This is an optimization exercise on Yosys and OpenROAD, whose aim is small area, a short achievable clock period and few clock cycles per item, not a production implementation.
Function was not checked in any run shown here: the RTL went through the layout flow alone.

## flow/design.v (module list and top-level ports; edited modules follow where they fit)
// module matrix_mul: 3811 lines
// module g_inv: 3 lines
// module g_nand: 3 lines
// module g_nor: 3 lines
// module g_xor: 3 lines
// module g_xnor: 3 lines
// module g_aoi21b: 3 lines
// module g_oai21b: 3 lines
// module g_aoi21: 3 lines
// module g_oai21: 3 lines
// module fa: 4 lines
// module xnr: 3 lines
module matrix_mul(
    input wire clk,
    input wire reset,
    input wire start,
    input wire [8:0][7:0] matrix_a,
    input wire [8:0][7:0] matrix_b,
    output reg [8:0][15:0] result,
    output reg done
);
  // ...
==> flow/flow/run.sh <==
#!/bin/bash
# Standard ORFS layout; the only change: ports are buffered with buf_1 cells
# instead of the default delay buffers. Full tool output goes to standard.log.
bash standard.sh finish "BUFFER_PORTS_ARGS=-buffer_cell sky130_fd_sc_hd__buf_1" > standard.log 2>&1
==> flow/standard.sh <==
#!/bin/bash
# synth_recipe.tcl (not shown) runs the flow's synth.tcl, then flattens the netlist and writes it again
# the make line also repeats each setting of config.mk as NAME=value (left out here)
make -C /OpenROAD-flow-scripts/flow DESIGN_CONFIG=/design/flow/config.mk WORK_HOME=/design/flow/orfs CLKGATE_MAP_FILE= SYNTH_SCRIPT=/design/flow/synth_recipe.tcl "${@:-finish}"
==> flow/config.mk <==
export PLATFORM = sky130hd
export DESIGN_NAME = matrix_mul
export DESIGN_NICKNAME = matrix_mul
export VERILOG_FILES = /design/flow/design.v
export SDC_FILE = /design/flow/constraint.sdc
export NUM_CORES = 4
export LEC_CHECK = 0
export CAP_MARGIN = 20
export CORE_MARGIN = 2
export CORE_UTILIZATION = 40
export PLACE_DENSITY = 0.6
export SETUP_SLACK_MARGIN = 4
export SLEW_MARGIN = 20
export SYNTH_HIERARCHICAL = 1
export TNS_END_PERCENT = 5
==> flow/constraint.sdc <==
create_clock -name core_clock -period 10.0 [get_ports {clk}]
set_input_delay 2.0000 -clock core_clock [delete_from_list [all_inputs] [get_ports {clk}]]
set_output_delay 2.0000 -clock core_clock [all_outputs]
set_load 0.01 [all_outputs]
==> summary.txt, run 1 <==
The floorplan step defined a die boundary enclosing between 0.07 and 0.08 mm2. After synthesis, the largest family of logic cells by area is adder cells. The CTS tree is done.

The critical path's slowest cell is sky130_fd_sc_hd__fa_1. Counting flops with a built-in enable in the synthesized netlist gives between 100 and 150. The yosys synthesis warning count came out at 7. The run finished with no timing, DRC or antenna violations. The top fanout value on the critical path came out at 12. The effective utilization at floorplan is 0.4034. The length of routed wiring on met1 came out at approximately 43 mm. The finished cells cover roughly 0.035 mm2. The destination of the critical timing path is result[79]. The worst slack on hold paths is about 490 ps. The CTS buffer count is 17. The slack of the worst reg-to-reg path is roughly 4100 ps. The footprint of the multi-input gates is roughly 0.026 mm2.

After layout, the buffer instance count without clock buffers stands at roughly 370. Setup repair after global routing could not meet its margin everywhere. The via count is ~25000. After layout, the minimum clock period comes to approximately 6000 ps. The total number of cells along the worst setup path is 14. The number of buffers added on ports is slightly below 300.

The met2 layer usage reported by global route is 0.4172. The worst hold path belongs to the class flop to flop. The cell sitting at the root of the clock tree is a sky130_fd_sc_hd__clkbuf_16. The first-pass iteration count of the detailed router came out at 9.

Measured against its own limit, the worst slew margin works out to 0.3548. Averaged over all synthesized cells, the footprint is 9.598 um2. The final critical-path setup slack came out at between 4000 and 5000 ps. The number of antenna diodes in the final layout is 5.

The start point of the worst hold path is done. The layer flagged by global routing as most heavily used is met2. The number of post-CTS setup repair buffers came out at 5. The leading cell category by total area is multi-input gates. Data on the critical path is required at its endpoint by around 10000 ps. The routed design has 110.7 mm of wire. The maximum number of pins on one net before global-route repair came out at 83. STA classifies the critical path endpoint as a flop. Measured on the final layout, the clock distribution area share stands at 0.01797.

The routing usage on met1 came out at 0.3538. The area of the core is about 0.076 mm2.

The global-route wire length before repair came out at 154.4 mm.
==> inputs of run 2 (changes only) <==
--- a/flow/config.mk
+++ b/flow/config.mk
@@ -8,6 +8,6 @@
 export CAP_MARGIN = 20
 export CORE_MARGIN = 2
-export CORE_UTILIZATION = 40
-export PLACE_DENSITY = 0.6
+export CORE_UTILIZATION = 30
+export PLACE_DENSITY = 0.5
 export SETUP_SLACK_MARGIN = 4
 export SLEW_MARGIN = 20
==> run 2 against run 1 <==
Compared with the run above:
- count of clock-buffer cells in the layout is 2 lower
- synthesized area stayed put
- via count is 1.5% lower
- critical endpoint is now result[78]
==> summary.txt, run 2 <==
The total track usage is 0.2180 (was 0.2655). Most used cells in the layout excluding fill and tap cells: sky130_fd_sc_hd__nand2_1 (1188), sky130_fd_sc_hd__fa_1 (695), sky130_fd_sc_hd__buf_1 (245) (was sky130_fd_sc_hd__nand2_1 (1185), sky130_fd_sc_hd__fa_1 (694), sky130_fd_sc_hd__buf_1 (225)). The highest attainable clock frequency came out at 0.1685 GHz (was 0.1671 GHz). The total number of placement rows is 117 (was 101). The post-detailed-route via-to-cell ratio is 5.099 (was 5.561).

The critical setup path kind was primary input to flop (unchanged). The post-route core utilization is 0.3420 (was 0.4547). The post-place instance area came to 0.03291 mm2 (was 0.03238 mm2). The number of antenna violations at the first check in global routing came out at 15 (was 12).

The clock latency at the later pin of the worst-skew pair is 530 ps (was 510 ps). The post-layout net count came to 4255 (was 4260). RSZ-0062 raised after global routing: yes (unchanged). The max-slew violation count is 0 (unchanged). The total grt overflow is 0 (unchanged). The hold violation count in the final report is 0 (unchanged). The path class of the lowest-slack min-delay path is flop to flop (unchanged). The placed instance count is 4710 (was 4358). The average detailed-routed wire length per instance came to 24.02 um (was 24.82 um).

The synthesized instance count was 3192 (unchanged). The number of enable flip-flop cells after synthesis came out at 144 (unchanged). The final wirelength is 115.0 mm (was 110.7 mm). The length of routed wiring on met1 came out at 48.22 mm (was 43.06 mm).

The cts-stage hold buffer count came out at 0 (unchanged). The sequential cell area fraction in the yosys report came to 0.1428 (unchanged). The layout-stage area growth over the synthesis result came out at 13.42% (was 12.71%). The total setup violations reported at the end of the flow is 0 (unchanged). The most repeated cell in the gate-level netlist after synthesis is sky130_fd_sc_hd__nand2_1 (unchanged).

The maximum number of pins on one net before global-route repair came out at 77 (was 83). The met2 wire length came out at 53.58 mm (was 49.74 mm).

The post-synth net total is 4041 (unchanged). The top cell type by total area after synthesis was sky130_fd_sc_hd__fa_1 (unchanged).

The category of cells accounting for the largest share of critical-path delay is adder cells (unchanged). The topmost layer with routed signal wires was met5 (unchanged). The clock tree skew after final layout is 15.39 ps (was 22.94 ps). The global-route wire length before repair is 166.9 mm (was 154.4 mm). The category of the worst setup path launch point is a primary input (unchanged).

The yosys synthesis warning count came to 7 (unchanged). The total negative setup slack came out at 0 ps (unchanged). The number of clock sinks is 146 (unchanged). Top cells by area, synth: sky130_fd_sc_hd__fa_1 (46%), sky130_fd_sc_hd__nand2_1 (15%), sky130_fd_sc_hd__edfxtp_1 (14%) (unchanged). Result of the run: timing/DRC/antenna clean (unchanged).

The via count came out at 24420 (was 24800). The first-pass iteration count of the detailed router is 8 (was 9). Leading registers by flop count: result (144), done (1), phase (1) (unchanged). The starting DRC count in detailed routing is 1822 (was 2750). The area of the core came out at 0.1016 mm2 (was 0.07595 mm2). The delay of the slowest critical-path stage came out at 560 ps (was 610 ps). The top fanout value on the critical path came out at 30 (was 12). The worst endpoint data arrival time is 6210 ps (was 6240 ps). Worst path cell trace: buf_1 > mux2_2 > clkbuf_8 > nand2_1 > fa_1 > fa_1 > fa_1 > fa_1 > fa_1 > nor2_1 > a21oi_2 > o21ai_2 > inv_1 > o21ai_1 > o21bai_1 > xnor2_1 (was clkdlybuf4s15_2 > nand2_1 > fa_1 > fa_2 > fa_1 > fa_1 > fa_1 > nand2_2 > a21oi_2 > o21ai_2 > a21oi_4 > buf_6 > o21ai_1 > xnor2_1). The met3 wirelength from detailed routing was 10.58 mm (was 13.41 mm).

The dominant synthesized flop cell is sky130_fd_sc_hd__edfxtp_1 (unchanged). The final period demand of the worst path came out at 5934 ps (was 5984 ps). The full die area is 0.1047 mm2 (was 0.07883 mm2). The filler-free cell count of the finished design is 4789 (was 4459).

The dominant cell type by count on the critical path is sky130_fd_sc_hd__fa_1 (unchanged). The element type at the critical path end is a flop (unchanged). The floorplan die width is 323.6 um (was 280.8 um).

The number of buffer and inverter stages on the critical path came out at 3 (was 2). The number of maximum-capacitance constraint violations is 0 (unchanged). The worst slack on hold paths came out at 479.1 ps (was 487.1 ps). The number of buffers added on ports came out at 291 (unchanged). The area of all placed cells without fillers is 0.03475 mm2 (was 0.03453 mm2).

The half-perimeter wire length after placement came out at 81.53 mm (was 74.07 mm). The master cell of the clock root buffer is sky130_fd_sc_hd__clkbuf_16 (unchanged). The worst slew margin relative to its limit was 0.3544 (was 0.3548).

The commonest non-fill, non-tap cell in the layout is sky130_fd_sc_hd__nand2_1 (unchanged). The via count of the first global-routing pass is 25470 (was 25430). The flip-flop and latch count after synthesis came out at 146 (unchanged). The CTS buffer count came out at 17 (unchanged). The clock-pin slew of the registers on the worst-case setup and hold paths was 70 ps (about the same). The remaining design rule violation count is 0 (unchanged). The number of nets still failing antenna checks after routing is 0 (unchanged).

The fraction of post-synthesis cell area in the top cell type by area is 0.4587 (unchanged). The effective utilization at floorplan came to 0.3016 (was 0.4034). The placer congestion estimate came to 0.8512 (was 0.8755). The top register by number of flip-flops is result (unchanged). The flip-flop count of the largest register after layout came out at 144 (unchanged).

The fraction of registers with async set/reset is 0.01370 (unchanged). The post-synthesis instance area came out at 0.03064 mm2 (unchanged). The CTS tree is done (unchanged). The required arrival time at the worst endpoint is 10280 ps (was 10260 ps).

The die span in y came out at 323.6 um (was 280.8 um). The final cycle utilization of the critical path came out at 0.5934 (was 0.5984). The mean post-synth cell area came out at 9.598 um2 (unchanged). The count of H-tree levels built during CTS came out at 4 (unchanged). The number of placed I/O pins came out at 292 (unchanged). The buffer depth of the longest clock path is 2 (unchanged).

Most common library cells after synthesis: sky130_fd_sc_hd__nand2_1 (1188), sky130_fd_sc_hd__fa_1 (702), sky130_fd_sc_hd__xor2_1 (189) (unchanged). The share of final-layout standard cells stronger than drive strength 1 is 0.1123 (was 0.1230). The number of different library cells in the post-synthesis netlist is 23 (unchanged).

The critical path's slowest cell is sky130_fd_sc_hd__fa_1 (unchanged). The transition time of the tightest slew-check pin was 968.4 ps (was 967.7 ps).
run 2: logic make-up (layout without fill, tap and decap cells):
logic type               after synthesis  count (layout)  synth area share
AND/OR/NAND/NOR                     1442            1442            0.1848
adder cells (fa/ha/maj)              702             702            0.4587
XOR/XNOR                             351             351            0.1003
buffers and inverters                271             488           0.04096
AO/OA/AOI/OAI                        244             244           0.05832
flip-flops                           146             146            0.1428
multiplexers                          36              46           0.01409
other                                  0               2                 0
run 2: timing repair:
| item | CTS | global route |
|---|---|---|
| gates resized for setup | 84 | 104 |
| buffers inserted | 7 | 28 |
| cloned | 3 | 7 |
| pin swaps | 0 | 12 |
| setup endpoints to repair | 87 | 68 |
run 2: routing by layer:
| metal | vias up | global-route usage |
|---|---|---|
| met5 | - | 0 |
| met4 | 26 | 0.05844 |
| met3 | 143 | 0.05194 |
| met2 | 1048 | 0.3482 |
| met1 | 12850 | 0.2963 |
| li1 | 10350 | - |
run 2: area by class of cell:
class                      instances  area, um2
fill                           10520      66850
sequential                       146       4378
timing repair buffer             373       2106
clock inverter                    12      181.4
inverter                          83      311.5
tap                             1368       1712
clock buffer                      20      436.7
multi-input combinational       2785      25620
antenna                            2      5.005
run 2: worst reg2reg max path: stages, from the launching register on:
cell and delay (ps):
sky130_fd_sc_hd__dfrtp_4 760, sky130_fd_sc_hd__buf_12 390, sky130_fd_sc_hd__mux2_2 650, sky130_fd_sc_hd__buf_12 170
sky130_fd_sc_hd__nand2_1 190, sky130_fd_sc_hd__fa_1 450, sky130_fd_sc_hd__fa_1 520, sky130_fd_sc_hd__fa_1 410
sky130_fd_sc_hd__fa_1 520, sky130_fd_sc_hd__fa_2 580, sky130_fd_sc_hd__nand2_1 90, sky130_fd_sc_hd__a21oi_2 130
sky130_fd_sc_hd__o21ai_1 100, sky130_fd_sc_hd__a21oi_4 220, sky130_fd_sc_hd__buf_4 160, sky130_fd_sc_hd__o21ai_1 80
sky130_fd_sc_hd__xor2_1 170
run 2: worst paths after layout:
| check | start | slack (ps) | to | cells past startpoint |
|---|---|---|---|---|
| max reg2reg | phase | 4160 | result[91] | 16 |
| max | matrix_b[33] | 4070 | result[78] | 16 |
| min | done | 480 | done | 1 |
| max in group asynchronous | reset | 8570 | phase | 2 |
| min in group asynchronous | reset | 1300 | phase | 2 |
| min reg2reg | done | 480 | done | 1 |
run 2: Yosys stat by module, one instance, submodules excluded:
module      area [um2]  times used  flip-flops and latches  cells inside
g_oai21          5.005          90                       0             1
g_nor            3.754         162                       0             1
fa               20.02         702                       0             1
g_aoi21          8.758         144                       0             1
g_xnor           8.758          72                       0             1
g_xor            8.758         189                       0             1
xnr              8.758          90                       0             1
g_inv            3.754          81                       0             1
g_oai21b         7.507           9                       0             1
matrix_mul       10010           1                     146          1437
g_nand           3.754         216                       0             1
run 2: per-stage QoR:
step | setup slack (ps)
after floorplan | 3946
after global placement | 2324
after detailed placement | 2272
after CTS | 3919
after global routing | 3950
final | 4066
==> inputs of run 3 (changes only) <==
--- a/flow/config.mk
+++ b/flow/config.mk
@@ -10,5 +10,5 @@
 export CORE_UTILIZATION = 30
 export PLACE_DENSITY = 0.5
-export SETUP_SLACK_MARGIN = 4
+export SETUP_SLACK_MARGIN = 4.2
 export SLEW_MARGIN = 20
 export SYNTH_HIERARCHICAL = 1
==> run 3 against run 2 <==
Compared with the run above:
- critical path type unchanged
- register-to-register slack improved by 100 ps
- sequential share of layout area is 0.31 points lower
- final cell count up 0.81%
- core utilization increased by 0.87 points
- via count grew 0.52%
- die area did not move
- clock skew grew 6.6 ps
- worst hold slack better by 5.8 ps
- synthesized area did not move
==> summary.txt, run 3 <==
Result of the run: timing/DRC/antenna clean (unchanged). The CTS buffer count came out at 17 (unchanged). The buffer depth of the longest clock path came out at 2 (unchanged). The max-slew violation count is 0 (unchanged).

The floorplan die width is 323.6 um (unchanged). The starting DRC count in detailed routing is 1883 (was 1822). The pre-CTS worst setup slack is 2375 ps (was 2272 ps). The number of fill cells in the layout came out at 10400 (was 10520). Top cells by area, synth: sky130_fd_sc_hd__fa_1 (46%), sky130_fd_sc_hd__nand2_1 (15%), sky130_fd_sc_hd__edfxtp_1 (14%) (unchanged). The CTS tree is done (unchanged).

The flip-flop count of the largest register after layout is 144 (unchanged). The global-route wire length before repair is 167.6 mm (was 166.9 mm). The dominant synthesized flop cell is sky130_fd_sc_hd__edfxtp_1 (unchanged).

The commonest non-fill, non-tap cell in the layout is sky130_fd_sc_hd__nand2_1 (unchanged). The final period demand of the worst path came out at 5868 ps (was 5934 ps). The most repeated cell in the gate-level netlist after synthesis was sky130_fd_sc_hd__nand2_1 (unchanged).

The clock latency at the later pin of the worst-skew pair came to 530 ps (about the same). The fraction of post-synthesis cell area in the top cell type by area came out at 0.4587 (unchanged). The worst reg-to-reg path cell count is 16 (unchanged).

The post-synthesis instance area came out at 0.03064 mm2 (unchanged). The number of nets still failing antenna checks after routing came out at 0 (unchanged). The number of antenna violations at the first check in global routing came to 17 (was 15).

The top register by number of flip-flops is result (unchanged). The number of placed I/O pins was 292 (unchanged). The post-layout net count came out at 4293 (was 4255). The master cell of the clock root buffer is sky130_fd_sc_hd__clkbuf_16 (unchanged). The first-pass iteration count of the detailed router came to 5 (was 8).

The launching element of the worst setup path was matrix_b[46] (was matrix_b[33]). The post-route core utilization came out at 0.3507 (was 0.3420). The number of buffers added on ports is 291 (unchanged).

The destination of the critical timing path is result[45] (was result[78]). The top cell type by total area after synthesis is sky130_fd_sc_hd__fa_1 (unchanged). The combinational family with the most area after synthesis is adder cells (unchanged). The final wirelength was 117.1 mm (was 115.0 mm). The number of different library cells in the post-synthesis netlist is 23 (unchanged). The via count of the first global-routing pass came to 25530 (was 25470).

The flip-flop and latch count after synthesis is 146 (unchanged). The total setup violations reported at the end of the flow was 0 (unchanged). Most used cells in the layout excluding fill and tap cells: sky130_fd_sc_hd__nand2_1 (1171), sky130_fd_sc_hd__fa_1 (645), sky130_fd_sc_hd__buf_1 (239) (was sky130_fd_sc_hd__nand2_1 (1188), sky130_fd_sc_hd__fa_1 (695), sky130_fd_sc_hd__buf_1 (245)).

The fraction of registers with async set/reset is 0.01370 (unchanged). The effective utilization at floorplan came to 0.3016 (unchanged).

The path class of the lowest-slack min-delay path was flop to flop (unchanged). The transition time of the tightest slew-check pin is 1029 ps (was 968.4 ps). The synthesized instance count came out at 3192 (unchanged).

The required arrival time at the worst endpoint is 10260 ps (was 10280 ps). The number of clock sinks is 146 (unchanged). The remaining design rule violation count is 0 (unchanged). The synthesized-area fraction occupied by xor and xnor cells came to 0.1003 (unchanged). The average detailed-routed wire length per instance was 24.26 um (was 24.02 um).

The category of the worst setup path launch point was a primary input (unchanged). The yosys synthesis warning count is 7 (unchanged). The arithmetic-cell share of the synthesized area counting full adders, half adders and majority gates came to 0.4587 (unchanged). The post-detailed-route via-to-cell ratio came out at 5.084 (was 5.099).

The mean post-synth cell area is 9.598 um2 (unchanged). The half-perimeter wire length after placement came out at 81.25 mm (was 81.53 mm). The slack of the worst reg-to-reg path is 4260 ps (was 4160 ps). The total number of placement rows came out at 117 (unchanged). The cts-stage hold buffer count came out at 0 (unchanged). The reg-to-reg startpoint was phase (unchanged). The maximum number of pins on one net before global-route repair is 70 (was 77).

The number of enable flip-flop cells after synthesis came out at 144 (unchanged). The full die area is 0.1047 mm2 (unchanged). The highest attainable clock frequency came out at 0.1704 GHz (was 0.1685 GHz).

RSZ-0062 raised after global routing: yes (unchanged). The sequential cell area fraction in the yosys report is 0.1428 (unchanged). The mux cell area share after synthesis came out at 0.01409 (unchanged).

The placer congestion estimate came out at 0.8359 (was 0.8512). The worst endpoint data arrival time came to 6130 ps (was 6210 ps). The hold violation count in the final report was 0 (unchanged). The clock tree skew after final layout came out at 22.04 ps (was 15.39 ps). The post-synthesis share of cell area spent on and, or, nand and nor gates came to 0.1848 (unchanged). Most common library cells after synthesis: sky130_fd_sc_hd__nand2_1 (1188), sky130_fd_sc_hd__fa_1 (702), sky130_fd_sc_hd__xor2_1 (189) (unchanged). The area fraction in compound gates after synthesis came out at 0.05832 (unchanged).

The total track usage came out at 0.2198 (was 0.2180). The critical setup path kind is primary input to flop (unchanged). The total grt overflow came out at 0 (unchanged). The die span in y is 323.6 um (unchanged). The element type at the critical path end is a flop (unchanged).

The final critical-path setup slack is 4132 ps (was 4066 ps). The via count came out at 24550 (was 24420). Leading registers by flop count: result (144), done (1), phase (1) (unchanged). The layout-stage area growth over the synthesis result is 16.31% (was 13.42%). The number of maximum-capacitance constraint violations is 0 (unchanged). The total negative setup slack is 0 ps (unchanged).

The clock-pin slew of the registers on the worst-case setup and hold paths came out at 70 ps (about the same). The area of the core came out at 0.1016 mm2 (unchanged). The final cycle utilization of the critical path is 0.5868 (was 0.5934). The worst slew margin relative to its limit came out at 0.3140 (was 0.3544). The post-synth net total came out at 4041 (unchanged). The count of H-tree levels built during CTS came to 4 (unchanged). The destination of the worst register-to-register timing path is result[61] (was result[91]). The share of final-layout standard cells stronger than drive strength 1 is 0.1550 (was 0.1123).

The top fanout value on the critical path was 7 (was 30).
-- run 3: cell type report --
type                    count  area, um2  share of cell area
diodes                      3      7.507           0.0002107
clock buffers              20      446.7             0.01254
clock inverters            12      181.4            0.005091
inverters                  83      311.5            0.008743
multi-input cells        2786      26020              0.7303
flip-flops and latches    146       4378              0.1229
well taps                1368       1712             0.04803
repair buffers            410       2574             0.07223
-- run 3: timing repair --
item / CTS / global route
pin swaps: 6 / 75
endpoints found under the setup margin: 94 / 73
gates cloned: 6 / 6
hold endpoints to repair: 0 / 0
buffers inserted: 29 / 41
resized for setup: 146 / 167
-- run 3: per-stage QoR --
step | instance area, um2 | hold WS, ps | instances
floorplan | 30780 | 518.1 | 3192
global placement | 32970 | 469.4 | 4711
detailed placement | 32970 | 472.0 | 4711
CTS | 34610 | 488.7 | 4778
global route | 35630 | 534.4 | 4826
finish | 35630 | 484.9 | 4828
-- run 3: cells by family (layout without fill, tap and decap cells) --
group / after synthesis / in the layout
AOI/OAI and AO/OA: 244 / 244
and+or+nand+nor: 1442 / 1442
adders and majority gates: 702 / 702
xor gates and xnor gates: 351 / 351
buffers and inverters: 271 / 525
muxes: 36 / 47
other: 0 / 3
DFF: 146 / 146
-- run 3: worst min path at each step --
stage                     from  cells past startpoint   end  slack, ps
after CTS                 done                      1  done        490
after floorplan           done                      1  done        520
after detailed placement  done                      1  done        470
after global routing      done                      1  done        530
after global placement    done                      1  done        470
final                     done                      1  done        480
-- run 3: worst max-delay path: stages --
cell and delay [ps]:
sky130_fd_sc_hd__clkbuf_4 200, sky130_fd_sc_hd__mux2_8 310, sky130_fd_sc_hd__nand2_1 120, sky130_fd_sc_hd__fa_1 560, sky130_fd_sc_hd__fa_2 410, sky130_fd_sc_hd__fa_2 540
sky130_fd_sc_hd__fa_1 450, sky130_fd_sc_hd__fa_2 630, sky130_fd_sc_hd__nor2_2 70, sky130_fd_sc_hd__a21oi_2 140, sky130_fd_sc_hd__o21ai_2 80, sky130_fd_sc_hd__a21oi_4 210
sky130_fd_sc_hd__buf_6 140, sky130_fd_sc_hd__o21ai_1 80, sky130_fd_sc_hd__xor2_1 160
-- run 3: metal layers --
metal | track usage | vias up | part of all wire
met1 | 0.3076 | 12800 | 0.43
met2 | 0.3424 | 1125 | 0.45
met5 | 0 | - | 0.0012
li1 | - | 10440 | -
met3 | 0.04533 | 169 | 0.088
met4 | 0.06646 | 22 | 0.030
-- run 3: modules after synthesis (local to each module, per instance) --
| module | area (um2) | cells inside | copies in the design |
|---|---|---|---|
| fa | 20.02 | 1 | 702 |
| g_aoi21 | 8.758 | 1 | 144 |
| g_inv | 3.754 | 1 | 81 |
| g_nand | 3.754 | 1 | 216 |
| g_nor | 3.754 | 1 | 162 |
| g_oai21 | 5.005 | 1 | 90 |
| g_oai21b | 7.507 | 1 | 9 |
| g_xnor | 8.758 | 1 | 72 |
| g_xor | 8.758 | 1 | 189 |
| matrix_mul | 10010 | 1437 | 1 |
| xnr | 8.758 | 1 | 90 |

[port drivers added, routing unchanged]
In the flow no input, the clock included, has a driving cell. The finished layouts below were timed again as built, in two steps. Step 1 sets driving cells, clkbuf_16 on the clock port and buf_2 on the other inputs (assumed; they add their load-dependent delay and slew). Step 2 adds t to the input delays and takes it off the output delays; t is the mean of the earliest and latest rising clock arrival at the registers after step 1. Input paths then give back, and output paths get back, about the clock's delay inside the block. a / b / c = no drivers / after step 1 / after step 2; a / b = the first two.
| run | t (ns) | slack for setup (ns) | worst register clock-pin slew, ns | worst data-port slew with drivers (ns) | cell pins on the clock port's net |
|---|---|---|---|---|---|
| run 1 | 0.567 | 4.016 / 4.060 / 3.494 | 0.08 / 0.08 | 0.15 | 1 |
| run 2 | 0.595 | 4.066 / 4.017 / 3.422 | 0.08 / 0.08 | 0.18 | 1 |
| run 3 | 0.579 | 4.132 / 4.140 / 3.561 | 0.09 / 0.09 | 0.17 | 1 |
After both steps setup and hold are still met in every run listed. For run 2, which loses most, drivers alone change the setup slack by -0.049 ns; drivers and shift together by -0.644 ns.
